Background: an optimization exercise with open tools, aiming at small area and a short achievable clock period. Do not read the settings as production practice. For this run, only the layout was checked, not whether the RTL still works. No activity file was given, so power comes from the tool's default toggle rates.

==> design.v <==
module step_dp (
  input  wire [16:0] h,
  input  wire [16:0] x0,
  input  wire [16:0] x1,
  input  wire [16:0] x2,
  input  wire [2:0]  neg,
  input  wire        ci,
  output wire [22:0] s
);
  wire t1 = ci ^ h[0] ^ neg[0];
  wire t2 = (ci & h[0]) | (ci & neg[0]) | (h[0] & neg[0]);
  wire t3 = h[1] ^ t2 ^ x0[1];
  wire t4 = (h[1] & t2) | (h[1] & x0[1]) | (t2 & x0[1]);
  wire t5 = h[2] ^ neg[1] ^ x0[2];
  wire t6 = (h[2] & neg[1]) | (h[2] & x0[2]) | (neg[1] & x0[2]);
  wire t7 = x1[0] ^ t4 ^ t5;
  wire t8 = (x1[0] & t4) | (x1[0] & t5) | (t4 & t5);
  wire t9 = h[3] ^ x0[3] ^ x1[1];
  wire t10 = (h[3] & x0[3]) | (h[3] & x1[1]) | (x0[3] & x1[1]);
  wire t11 = t6 ^ t9 ^ t8;
  wire t12 = (t6 & t9) | (t6 & t8) | (t9 & t8);
  wire t13 = h[4] ^ neg[2] ^ x0[4];
  wire t14 = (h[4] & neg[2]) | (h[4] & x0[4]) | (neg[2] & x0[4]);
  wire t15 = x1[2] ^ x2[0] ^ t10;
  wire t16 = (x1[2] & x2[0]) | (x1[2] & t10) | (x2[0] & t10);
  wire t17 = t13 ^ t15 ^ t12;
  wire t18 = (t13 & t15) | (t13 & t12) | (t15 & t12);
  wire t19 = h[5] ^ x0[5] ^ x1[3];
  wire t20 = (h[5] & x0[5]) | (h[5] & x1[3]) | (x0[5] & x1[3]);
  wire t21 = x2[1] ^ t14 ^ t19;
  wire t22 = (x2[1] & t14) | (x2[1] & t19) | (t14 & t19);
  wire t23 = t16 ^ t21 ^ t18;
  wire t24 = (t16 & t21) | (t16 & t18) | (t21 & t18);
  wire t25 = h[6] ^ x0[6] ^ x1[4];
  wire t26 = (h[6] & x0[6]) | (h[6] & x1[4]) | (x0[6] & x1[4]);
  wire t27 = x2[2] ^ t20 ^ t25;
  wire t28 = (x2[2] & t20) | (x2[2] & t25) | (t20 & t25);
  wire t29 = t22 ^ t27 ^ t24;
  wire t30 = (t22 & t27) | (t22 & t24) | (t27 & t24);
  wire t31 = h[7] ^ x0[7] ^ x1[5];
  wire t32 = (h[7] & x0[7]) | (h[7] & x1[5]) | (x0[7] & x1[5]);
  wire t33 = x2[3] ^ t26 ^ t31;
  wire t34 = (x2[3] & t26) | (x2[3] & t31) | (t26 & t31);
  wire t35 = t28 ^ t33 ^ t30;
  wire t36 = (t28 & t33) | (t28 & t30) | (t33 & t30);
  wire t37 = h[8] ^ x0[8] ^ x1[6];
  wire t38 = (h[8] & x0[8]) | (h[8] & x1[6]) | (x0[8] & x1[6]);
  wire t39 = x2[4] ^ t32 ^ t37;
  wire t40 = (x2[4] & t32) | (x2[4] & t37) | (t32 & t37);
  wire t41 = t34 ^ t39 ^ t36;
  wire t42 = (t34 & t39) | (t34 & t36) | (t39 & t36);
  wire t43 = h[9] ^ x0[9] ^ x1[7];
  wire t44 = (h[9] & x0[9]) | (h[9] & x1[7]) | (x0[9] & x1[7]);
  wire t45 = x2[5] ^ t38 ^ t43;
  wire t46 = (x2[5] & t38) | (x2[5] & t43) | (t38 & t43);
  wire t47 = t40 ^ t45 ^ t42;
  wire t48 = (t40 & t45) | (t40 & t42) | (t45 & t42);
  wire t49 = h[10] ^ x0[10] ^ x1[8];
  wire t50 = (h[10] & x0[10]) | (h[10] & x1[8]) | (x0[10] & x1[8]);
  wire t51 = x2[6] ^ t44 ^ t49;
  wire t52 = (x2[6] & t44) | (x2[6] & t49) | (t44 & t49);
  wire t53 = t46 ^ t51 ^ t48;
  wire t54 = (t46 & t51) | (t46 & t48) | (t51 & t48);
  wire t55 = h[11] ^ x0[11] ^ x1[9];
  wire t56 = (h[11] & x0[11]) | (h[11] & x1[9]) | (x0[11] & x1[9]);
  wire t57 = x2[7] ^ t50 ^ t55;
  wire t58 = (x2[7] & t50) | (x2[7] & t55) | (t50 & t55);
  wire t59 = t52 ^ t57 ^ t54;
  wire t60 = (t52 & t57) | (t52 & t54) | (t57 & t54);
  wire t61 = h[12] ^ x0[12] ^ x1[10];
  wire t62 = (h[12] & x0[12]) | (h[12] & x1[10]) | (x0[12] & x1[10]);
  wire t63 = x2[8] ^ t56 ^ t61;
  wire t64 = (x2[8] & t56) | (x2[8] & t61) | (t56 & t61);
  wire t65 = t58 ^ t63 ^ t60;
  wire t66 = (t58 & t63) | (t58 & t60) | (t63 & t60);
  wire t67 = h[13] ^ x0[13] ^ x1[11];
  wire t68 = (h[13] & x0[13]) | (h[13] & x1[11]) | (x0[13] & x1[11]);
  wire t69 = x2[9] ^ t62 ^ t67;
  wire t70 = (x2[9] & t62) | (x2[9] & t67) | (t62 & t67);
  wire t71 = t64 ^ t69 ^ t66;
  wire t72 = (t64 & t69) | (t64 & t66) | (t69 & t66);
  wire t73 = h[14] ^ x0[14] ^ x1[12];
  wire t74 = (h[14] & x0[14]) | (h[14] & x1[12]) | (x0[14] & x1[12]);
  wire t75 = x2[10] ^ t68 ^ t73;
  wire t76 = (x2[10] & t68) | (x2[10] & t73) | (t68 & t73);
  wire t77 = t70 ^ t75 ^ t72;
  wire t78 = (t70 & t75) | (t70 & t72) | (t75 & t72);
  wire t79 = h[15] ^ x0[15] ^ x1[13];
  wire t80 = (h[15] & x0[15]) | (h[15] & x1[13]) | (x0[15] & x1[13]);
  wire t81 = x2[11] ^ t74 ^ t79;
  wire t82 = (x2[11] & t74) | (x2[11] & t79) | (t74 & t79);
  wire t83 = t76 ^ t81 ^ t78;
  wire t84 = (t76 & t81) | (t76 & t78) | (t81 & t78);
  wire t85 = 1'b1 ^ ~h[16] ^ x0[16];
  wire t86 = (1'b1 & ~h[16]) | (1'b1 & x0[16]) | (~h[16] & x0[16]);
  wire t87 = x1[14] ^ x2[12] ^ t80;
  wire t88 = (x1[14] & x2[12]) | (x1[14] & t80) | (x2[12] & t80);
  wire t89 = t85 ^ t82 ^ t87;
  wire t90 = (t85 & t82) | (t85 & t87) | (t82 & t87);
  wire t91 = ~neg[0] ^ x1[15] ^ x2[13];
  wire t92 = (~neg[0] & x1[15]) | (~neg[0] & x2[13]) | (x1[15] & x2[13]);
  wire t93 = t86 ^ t91 ^ t88;
  wire t94 = (t86 & t91) | (t86 & t88) | (t91 & t88);
  wire t95 = 1'b1 ^ x1[16] ^ x2[14];
  wire t96 = (1'b1 & x1[16]) | (1'b1 & x2[14]) | (x1[16] & x2[14]);
  wire t97 = t92 ^ t95 ^ t94;
  wire t98 = (t92 & t95) | (t92 & t94) | (t95 & t94);
  wire t99 = ~neg[1] ^ x2[15] ^ t96;
  wire t100 = (~neg[1] & x2[15]) | (~neg[1] & t96) | (x2[15] & t96);
  wire t101 = 1'b1 ^ x2[16] ^ t100;
  wire t102 = (1'b1 & x2[16]) | (1'b1 & t100) | (x2[16] & t100);
  wire t103 = t1 & x0[0];
  wire t104 = t1 ^ x0[0];
  wire t105 = t89 & t84;
  wire t106 = t89 ^ t84;
  wire t107 = t90 & t93;
  wire t108 = t90 ^ t93;
  wire t109 = t99 & t98;
  wire t110 = t99 ^ t98;
  wire t111 = ~neg[2] & t102;
  wire t112 = ~neg[2] ^ t102;
  wire t113 = t3 & t103;
  wire t114 = t7 & t3;
  wire t115 = t11 & t7;
  wire t116 = t17 & t11;
  wire t117 = t23 & t17;
  wire t118 = t29 & t23;
  wire t119 = t35 & t29;
  wire t120 = t41 & t35;
  wire t121 = t47 & t41;
  wire t122 = t53 & t47;
  wire t123 = t59 & t53;
  wire t124 = t65 & t59;
  wire t125 = t71 & t65;
  wire t126 = t77 & t71;
  wire t127 = t83 & t77;
  wire t128 = t106 & t83;
  wire t129 = t107 | (t108 & t105);
  wire t130 = t108 & t106;
  wire t131 = t97 & t107;
  wire t132 = t97 & t108;
  wire t133 = t110 & t97;
  wire t134 = t101 & t109;
  wire t135 = t101 & t110;
  wire t136 = t112 & t101;
  wire t137 = 1'b1 & t111;
  wire t138 = 1'b1 & t112;
  wire t139 = t114 & t103;
  wire t140 = t115 & t113;
  wire t141 = t116 & t114;
  wire t142 = t117 & t115;
  wire t143 = t118 & t116;
  wire t144 = t119 & t117;
  wire t145 = t120 & t118;
  wire t146 = t121 & t119;
  wire t147 = t122 & t120;
  wire t148 = t123 & t121;
  wire t149 = t124 & t122;
  wire t150 = t125 & t123;
  wire t151 = t126 & t124;
  wire t152 = t127 & t125;
  wire t153 = t128 & t126;
  wire t154 = t130 & t127;
  wire t155 = t131 | (t132 & t105);
  wire t156 = t132 & t128;
  wire t157 = t109 | (t133 & t129);
  wire t158 = t133 & t130;
  wire t159 = t134 | (t135 & t131);
  wire t160 = t135 & t132;
  wire t161 = t111 | (t136 & t109);
  wire t162 = t136 & t133;
  wire t163 = t137 | (t138 & t134);
  wire t164 = t138 & t135;
  wire t165 = t141 & t103;
  wire t166 = t142 & t113;
  wire t167 = t143 & t139;
  wire t168 = t144 & t140;
  wire t169 = t145 & t141;
  wire t170 = t146 & t142;
  wire t171 = t147 & t143;
  wire t172 = t148 & t144;
  wire t173 = t149 & t145;
  wire t174 = t150 & t146;
  wire t175 = t151 & t147;
  wire t176 = t152 & t148;
  wire t177 = t153 & t149;
  wire t178 = t154 & t150;
  wire t179 = t156 & t151;
  wire t180 = t158 & t152;
  wire t181 = t159 | (t160 & t105);
  wire t182 = t160 & t153;
  wire t183 = t161 | (t162 & t129);
  wire t184 = t162 & t154;
  wire t185 = t163 | (t164 & t155);
  wire t186 = t164 & t156;
  wire t187 = t169 & t103;
  wire t188 = t170 & t113;
  wire t189 = t171 & t139;
  wire t190 = t172 & t140;
  wire t191 = t173 & t165;
  wire t192 = t174 & t166;
  wire t193 = t175 & t167;
  wire t194 = t176 & t168;
  wire t195 = t177 & t169;
  wire t196 = t178 & t170;
  wire t197 = t179 & t171;
  wire t198 = t180 & t172;
  wire t199 = t182 & t173;
  wire t200 = t184 & t174;
  wire t201 = t186 & t175;
  wire t202 = t105 | (t195 & t103);
  wire t203 = t129 | (t196 & t113);
  wire t204 = t155 | (t197 & t139);
  wire t205 = t157 | (t198 & t140);
  wire t206 = t181 | (t199 & t165);
  wire t207 = t183 | (t200 & t166);
  wire t208 = t185 | (t201 & t167);
  wire t209 = t3 ^ t103;
  wire t210 = t7 ^ t113;
  wire t211 = t11 ^ t139;
  wire t212 = t17 ^ t140;
  wire t213 = t23 ^ t165;
  wire t214 = t29 ^ t166;
  wire t215 = t35 ^ t167;
  wire t216 = t41 ^ t168;
  wire t217 = t47 ^ t187;
  wire t218 = t53 ^ t188;
  wire t219 = t59 ^ t189;
  wire t220 = t65 ^ t190;
  wire t221 = t71 ^ t191;
  wire t222 = t77 ^ t192;
  wire t223 = t83 ^ t193;
  wire t224 = t106 ^ t194;
  wire t225 = t108 ^ t202;
  wire t226 = t97 ^ t203;
  wire t227 = t110 ^ t204;
  wire t228 = t101 ^ t205;
  wire t229 = t112 ^ t206;
  wire t230 = 1'b1 ^ t207;
  assign s = {t230, t229, t228, t227, t226, t225, t224, t223, t222, t221, t220, t219, t218, t217, t216, t215, t214, t213, t212, t211, t210, t209, t104};
endmodule
`timescale 1ns/1ps
module router_extended (
  input  wire        clk,
  input  wire        rst,
  input  wire        start,
  input  wire [2:0]  cond_sel,
  input  wire [3:0]  opcode,
  input  wire [15:0] op_a,
  input  wire [15:0] op_b,
  output reg         busy,
  output reg         done,
  output reg  [31:0] result
);
  wire f_bin = (opcode <= 4'd2);
  wire f_dec = (opcode >= 4'd3)   && (opcode <= 4'd5);
  wire f_duo = (opcode >= 4'd6) && (opcode <= 4'd8);
  reg [1:0] cls_in;
  always @(*) begin
    case (cond_sel)
      3'd0:    cls_in = f_bin ? 2'd0 : f_dec ? 2'd2 : 2'd1;
      3'd1:    cls_in = f_dec ? 2'd0 : 2'd1;
      3'd2:    cls_in = f_duo ? 2'd0 : f_bin ? 2'd1 : 2'd2;
      3'd4:    cls_in = (f_bin | f_dec) ? 2'd0 : 2'd1;
      default: cls_in = (f_bin | f_dec | f_duo) ? 2'd0 : 2'd2;
    endcase
  end
  reg  [1:0] cls;
  reg  [3:0] cnt;
  reg        idle;
  wire       last  = (cls == 2'd0) ? (cnt == 4'd2) :
                     (cls == 2'd1) ? (cnt == 4'd7) : (cnt == 4'd9);
  wire       load  = idle | ((cls == 2'd1) ? (cnt == 4'd4) : (cnt == 4'd6));
  always @(posedge clk) begin
    cls <= cls_in;
    if (rst) begin
      busy <= 1'b0;
      idle <= 1'b1;
      done <= 1'b0;
      cnt  <= 4'd0;
    end else begin
      done <= ~idle & last;
      if (idle) begin
        busy <= start;
        idle <= ~start;
        cnt  <= 4'd0;
      end else if (last) begin
        busy <= 1'b0;
        idle <= 1'b1;
      end else begin
        cnt <= cnt + 4'd1;
      end
    end
  end
  wire is_add = (opcode == 4'd0) || (opcode == 4'd3) || (opcode == 4'd6);
  wire is_sub = (opcode == 4'd1) || (opcode == 4'd4) || (opcode == 4'd7);
  wire [16:0] h_init = is_add ? {1'b0, op_b} : is_sub ? {1'b1, ~op_b} : 17'd0;
  wire [15:0] m_init = (opcode == 4'd2)   ? op_b  :
                       (opcode == 4'd5) ? 16'd10 :
                       (opcode == 4'd8)  ? 16'd3  :
                       (is_add | is_sub)         ? 16'd1  : 16'd0;
  function [8:0] dec(input [5:0] c, input p);
    integer i;
    reg [6:0] e;
    begin
      e = {c, p};
      for (i = 0; i < 3; i = i + 1)
        dec[3*i +: 3] = {e[2*i+2] & ~(e[2*i+1] & e[2*i]),
                         (e[2*i+2] & ~e[2*i+1] & ~e[2*i]) | (~e[2*i+2] & e[2*i+1] & e[2*i]),
                         e[2*i+1] ^ e[2*i]};
    end
  endfunction
  function [16:0] row(input [2:0] d, input [15:0] a);
    row = (({17{d[0]}} & {1'b0, a}) | ({17{d[1]}} & {a, 1'b0})) ^ {17{d[2]}};
  endfunction
  reg  [15:0] a_r;      
  reg  [16:0] h;        
  reg  [8:0]  sel;      
  reg  [11:0] lb;       
  reg         pb;       
  reg         ci;       
  wire [22:0] s;
  step_dp u_dp (
    .h(h), .x0(row(sel[2:0], a_r)), .x1(row(sel[5:3], a_r)), .x2(row(sel[8:6], a_r)),
    .neg({sel[8], sel[5], sel[2]}), .ci(ci), .s(s)
  );
  always @(posedge clk) begin
    a_r <= op_a;
    if (load) begin
      h   <= h_init;
      sel <= dec(m_init[5:0], 1'b0);
      lb  <= {2'b00, m_init[15:6]};
      pb  <= m_init[5];
      ci  <= is_sub;
    end else begin
      h   <= s[22:6];
      sel <= dec(lb[5:0], pb);
      lb  <= {s[5:0], lb[11:6]};
      pb  <= lb[5];
      ci  <= 1'b0;
    end
  end
  always @(posedge clk) begin
    if (rst)
      result <= 32'd0;
    else if (~idle & last)
      result <= {s[19:0], lb};
  end
endmodule
==> flow/run.sh <==
#!/bin/bash
# The standard layout, with buf_2 cells as the port buffers and timing
# repair aimed past the 10 ns constraint.
set -euo pipefail
bash standard.sh SETUP_SLACK_MARGIN=6 "BUFFER_PORTS_ARGS=-buffer_cell sky130_fd_sc_hd__buf_2" finish > standard.log 2>&1
==> standard.sh <==
#!/bin/bash
# synth_recipe.tcl (not shown) runs the flow's synth.tcl, then flattens the netlist and writes it again
# the make line also repeats each setting of config.mk as NAME=value (left out here)
make -C /OpenROAD-flow-scripts/flow DESIGN_CONFIG=/design/flow/config.mk WORK_HOME=/design/flow/orfs CLKGATE_MAP_FILE= SYNTH_SCRIPT=/design/flow/synth_recipe.tcl "${@:-finish}"
==> config.mk <==
export PLATFORM = sky130hd
export DESIGN_NAME = router_extended
export DESIGN_NICKNAME = router_extended
export VERILOG_FILES = /design/flow/design.v
export SDC_FILE = /design/flow/constraint.sdc
export NUM_CORES = 4
export LEC_CHECK = 0
export ABC_CLOCK_PERIOD_IN_PS = 1000
export CAP_MARGIN = 20
export CORE_MARGIN = 2
export CORE_UTILIZATION = 40
export CTS_BUF_LIST = sky130_fd_sc_hd__clkbuf_4 sky130_fd_sc_hd__clkbuf_8
export SLEW_MARGIN = 20
==> constraint.sdc <==
create_clock -name core_clock -period 10.0 [get_ports {clk}]
set_input_delay 2.0000 -clock core_clock [delete_from_list [all_inputs] [get_ports {clk}]]
set_output_delay 2.0000 -clock core_clock [all_outputs]
set_load 0.01 [all_outputs]
==> notes.md <==
## kinds of logic after synthesis
logic type | count (synthesis) | synth area share (%)
and+or+nand+nor | 201 | 15.9
AOI/OAI and AO/OA | 132 | 15.2
buffers and inverters | 108 | 7.29
DFF | 97 | 29.9
xor gates and xnor gates | 74 | 9.99
adders and majority gates | 63 | 17.7
muxes | 26 | 4.03
## layout make-up
class / instances / area share, %
sequential: 97 / 25.2
inverter: 61 / 3.00
clock buffer: 11 / 1.95
clock inverter: 5 / 0.629
tap: 216 / 3.48
timing repair buffer: 110 / 8.62
multi-input combinational: 496 / 57.1
## state kept, by name (all words and copies together) (netlist names)
name,count
h,17
pb,1
busy,1
ci,1
lb,12
result,32
cls,2
idle,1
done,1
a_r,16
cnt,4
sel,9
## cell usage in the layout (no fill, tap or decap), drive strengths merged, types with 2 or more instances in the layout
cell type    n
a31o         2
nand4bb      2
dfxtp       97
a211oi      26
xnor2       56
nand3       20
ha          14
buf        110
nor4b        2
nor2        45
a21oi       28
or3          3
a22oi       45
inv         65
nor4         6
nand2       54
o32ai        3
nor3        26
fa          48
and2         3
mux2i       25
xor2        18
nand3b      10
a31oi        3
nand4b       4
o21ai       11
nand2b      16
o22ai        3
clkbuf      11
nor2b        5
## critical path: stages (launching register included)
cell	delay, ns
dfxtp_4	0.36
a22oi_2	0.19
xnor2_1	0.15
fa_1	0.46
fa_2	0.36
fa_2	0.36
inv_2	0.06
fa_2	0.18
inv_2	0.04
fa_2	0.36
fa_2	0.37
fa_2	0.36
fa_2	0.34
fa_2	0.35
fa_2	0.35
fa_2	0.35
fa_2	0.35
fa_2	0.34
fa_2	0.34
inv_2	0.06
fa_1	0.42
nand3b_1	0.27
nor3_4	0.20
a21oi_2	0.09
or3_1	0.32
a31o_2	0.25
## power by group through the flow
| stage | registers, mW | logic [mW] | clock network (mW) |
|---|---|---|---|
| 2_1_floorplan | 0.466 | 0.902 | 0 |
| 3_5_place_dp | 0.494 | 1.16 | 0 |
| 5_1_grt | 0.489 | 1.67 | 0.286 |
| 4_1_cts | 0.483 | 1.35 | 0.272 |
| 3_3_place_gp | 0.494 | 1.14 | 0 |
| 6_report | 0.483 | 1.54 | 0.264 |
## worst max-delay path by stage
| stage | slack [ns] | start | to |
|---|---|---|---|
| 2_1_floorplan | 2.57 | sel[1] | h[16] |
| 3_3_place_gp | 2.29 | sel[0] | h[16] |
| 3_5_place_dp | 2.08 | sel[0] | h[16] |
| 4_1_cts | 2.60 | a_r[2] | h[15] |
| 5_1_grt | 2.44 | a_r[2] | h[16] |
| 6_report | 2.62 | a_r[2] | h[16] |
## repair_timing
| item | CTS | global route |
|---|---|---|
| buffers inserted | 16 | 12 |
| gates resized for setup | 29 | 25 |
| pin swaps | 18 | 15 |
| setup endpoints to repair | 31 | 31 |
## layer usage
| metal | share of wire [%] | track usage, % |
|---|---|---|
| met4 | 2.8 | 7.61 |
| met2 | 50 | 34.9 |
| met3 | 5.8 | 3.55 |
| met1 | 41 | 25.9 |
| met5 | 0 | 0 |
==> impl_metrics.py <==
metrics = {
    "global_routing": {
        "grt_pass1_wl_mm": 27.9,
        "antenna_found_initial": 0,
        "grt_usage_pct": 20.4,
        "grt_pass1_vias": 5358,
        "grt_start_max_net_pins": 49,
        "gr-total-overflow": 0,
    },
    "synthesis": {
        "ys_ff_latch": 97,
        "synth_enable_flop_cells": 0,
        "ys_async_sr_fraction_pct": 0,
        "syn_nets": 805,
        "yosys_warnings": 1,
        "yosysMostFrequentCell": "dfxtp_1",
        "avgSynthCellArea_sq_um": 9.26,
        "ys_top_cells_by_count": "97 x dfxtp_1, 60 x inv_1, 56 x xnor2_1, 54 x nand2_1, 48 x fa_1",
        "synth_ff_type": "dfxtp_1",
        "seq_area_frac_synth_pct": 29.9,
        "synth.cell_area_sq_um": 6490,
        "yosysTopAreaCell": "dfxtp_1",
        "synth_top_area_share_pct": 29.9,
        "syn_inst": 701,
        "ys_types": 61,
        "synth_area_leaders": "dfxtp_1 30%, fa_1 15%, xnor2_1 7.6%, a22oi_1 5.2%, mux2i_1 3.9%",
    },
    "setup_path": {
        "reg2reg_depth": 25,
        "rrSetupSlack_ns": 2.62,
        "critPathMaxFanout": 2,
        "worstSetupEndpointType": "flop",
        "crit_required_ns": 10.28,
        "crit_type": "reg -> reg",
        "crit_arrival_ns": 7.66,
        "r2r_end": "h[16]",
        "reg2reg_from": "a_r[2]",
        "worst_setup_path_start_kind": "flop",
    },
    "final_layout": {
        "design_area_sq_um": 7760,
        "syn_to_final_growth_pct": 19.6,
        "drive_above_1_share_pct": 26.8,
        "utilization_pct": 48.9,
        "layout.cells.non_filler": 996,
        "regArea_sq_um": 1960,
        "fin_nets": 879,
        "antenna_cells": 0,
        "multi_input_area_sq_um": 4430,
        "fillers": 1511,
    },
    "clock_network": {
        "clk_latency_ns": 0.40,
        "clk_pin_slew_ns": 0.09,
        "cts_num_sinks": 97,
        "cts-root-buf": "clkbuf_8",
        "hold_buffers": 0,
        "cts_buffers": 9,
        "htreeDepth": 3,
        "cts_tree": "built",
        "clockBufferDepth": 2,
    },
    "power_and_ir_drop": {
        "power_frac_comb_pct": 67.3,
        "p_leak_nw": 3.16,
        "switchingPower_mw": 1.07,
        "clock_power_share_pct": 11.5,
        "power_density_nw_per_um2": 295,
        "p_int_mw": 1.22,
        "ir_drop_mv": 0.232,
        "switching_share_pct": 46.8,
        "power_mw": 2.29,
        "seqPwrFrac_pct": 21.1,
    },
    "sta": {
        "grt_setup_unrepaired": "yes",
        "min_period_ns": 7.38,
        "finalWorstSetupSlack_ns": 2.62,
        "slew_headroom_pct": 45.1,
        "min_period_over_period_pct": 73.8,
        "hold_viol": 0,
        "clock_skew_ns": 0.0192,
        "fin_tns_setup_ns": 0,
        "worst_pin_slew_ns": 0.824,
        "drv_slew": 0,
        "fmax_ghz": 0.136,
        "fin_hold_ws_ns": 0.470,
        "setup_viol": 0,
    },
    "floorplan": {
        "die_w_microns": 131,
        "die_area_sq_um": 17300,
        "core-area_sq_um": 15900,
        "start_util_pct": 40.8,
        "num_io_pins": 76,
        "die_y_microns": 131,
        "num_rows": 46,
    },
    "placement": {
        "gp_congestion": 0.956,
        "dpl.hpwl_mm": 12.8,
        "dp_cells": 952,
        "post-place-ws_ns": 2.08,
        "io_buffers": 75,
        "dpl-instance-area_sq_um": 7070,
    },
    "route": {
        "wl_per_cell_microns": 17.3,
        "vias": 5374,
        "vias_per_cell": 5.40,
        "drt-total-wl_mm": 17.2,
        "first_pass_iters": 6,
        "drt_iter0_markers": 363,
        "final_antenna_net_count": 0,
        "post-route-drc-count": 0,
    },
    "hold_path": {
        "min_path_cells": 2,
        "worstHoldEndpoint": "lb[2]",
        "hold_start": "lb[8]",
        "holdCritPathClass": "reg -> reg",
    },
    "job": {
        "cap_violations": 0,
    },
    "status": {
        "status": "no timing/DRC/antenna violations",
    },
}

-- what the ideal ports hide --
The results above use ideal ports. As a check the final layout listed here was re-extracted and re-timed, cells and wires unchanged. Step 1 assumes that a clkbuf_16 drives the clock port and a buf_2 every other input. Step 2 adds t to the input delays and takes it off the output delays; t is the mean of the earliest and latest rising clock arrival at the registers after step 1. Input paths then give back, and output paths get back, about the clock's delay inside the block. a / b / c = ideal ports / drivers / drivers and shift; a / b = the first two.
t (ns): 0.424
slack for setup (ns): 2.623 / 2.623 / 2.623
slew at the worst register clock pin (ns): 0.11 / 0.11
worst slew at a driven data input, ns: 0.04
pins driven straight from the clock port: 1
After both steps setup and hold are still met in this run. The setup slack of this run moves by 0.000 ns with the drivers and by 0.000 ns with both steps.
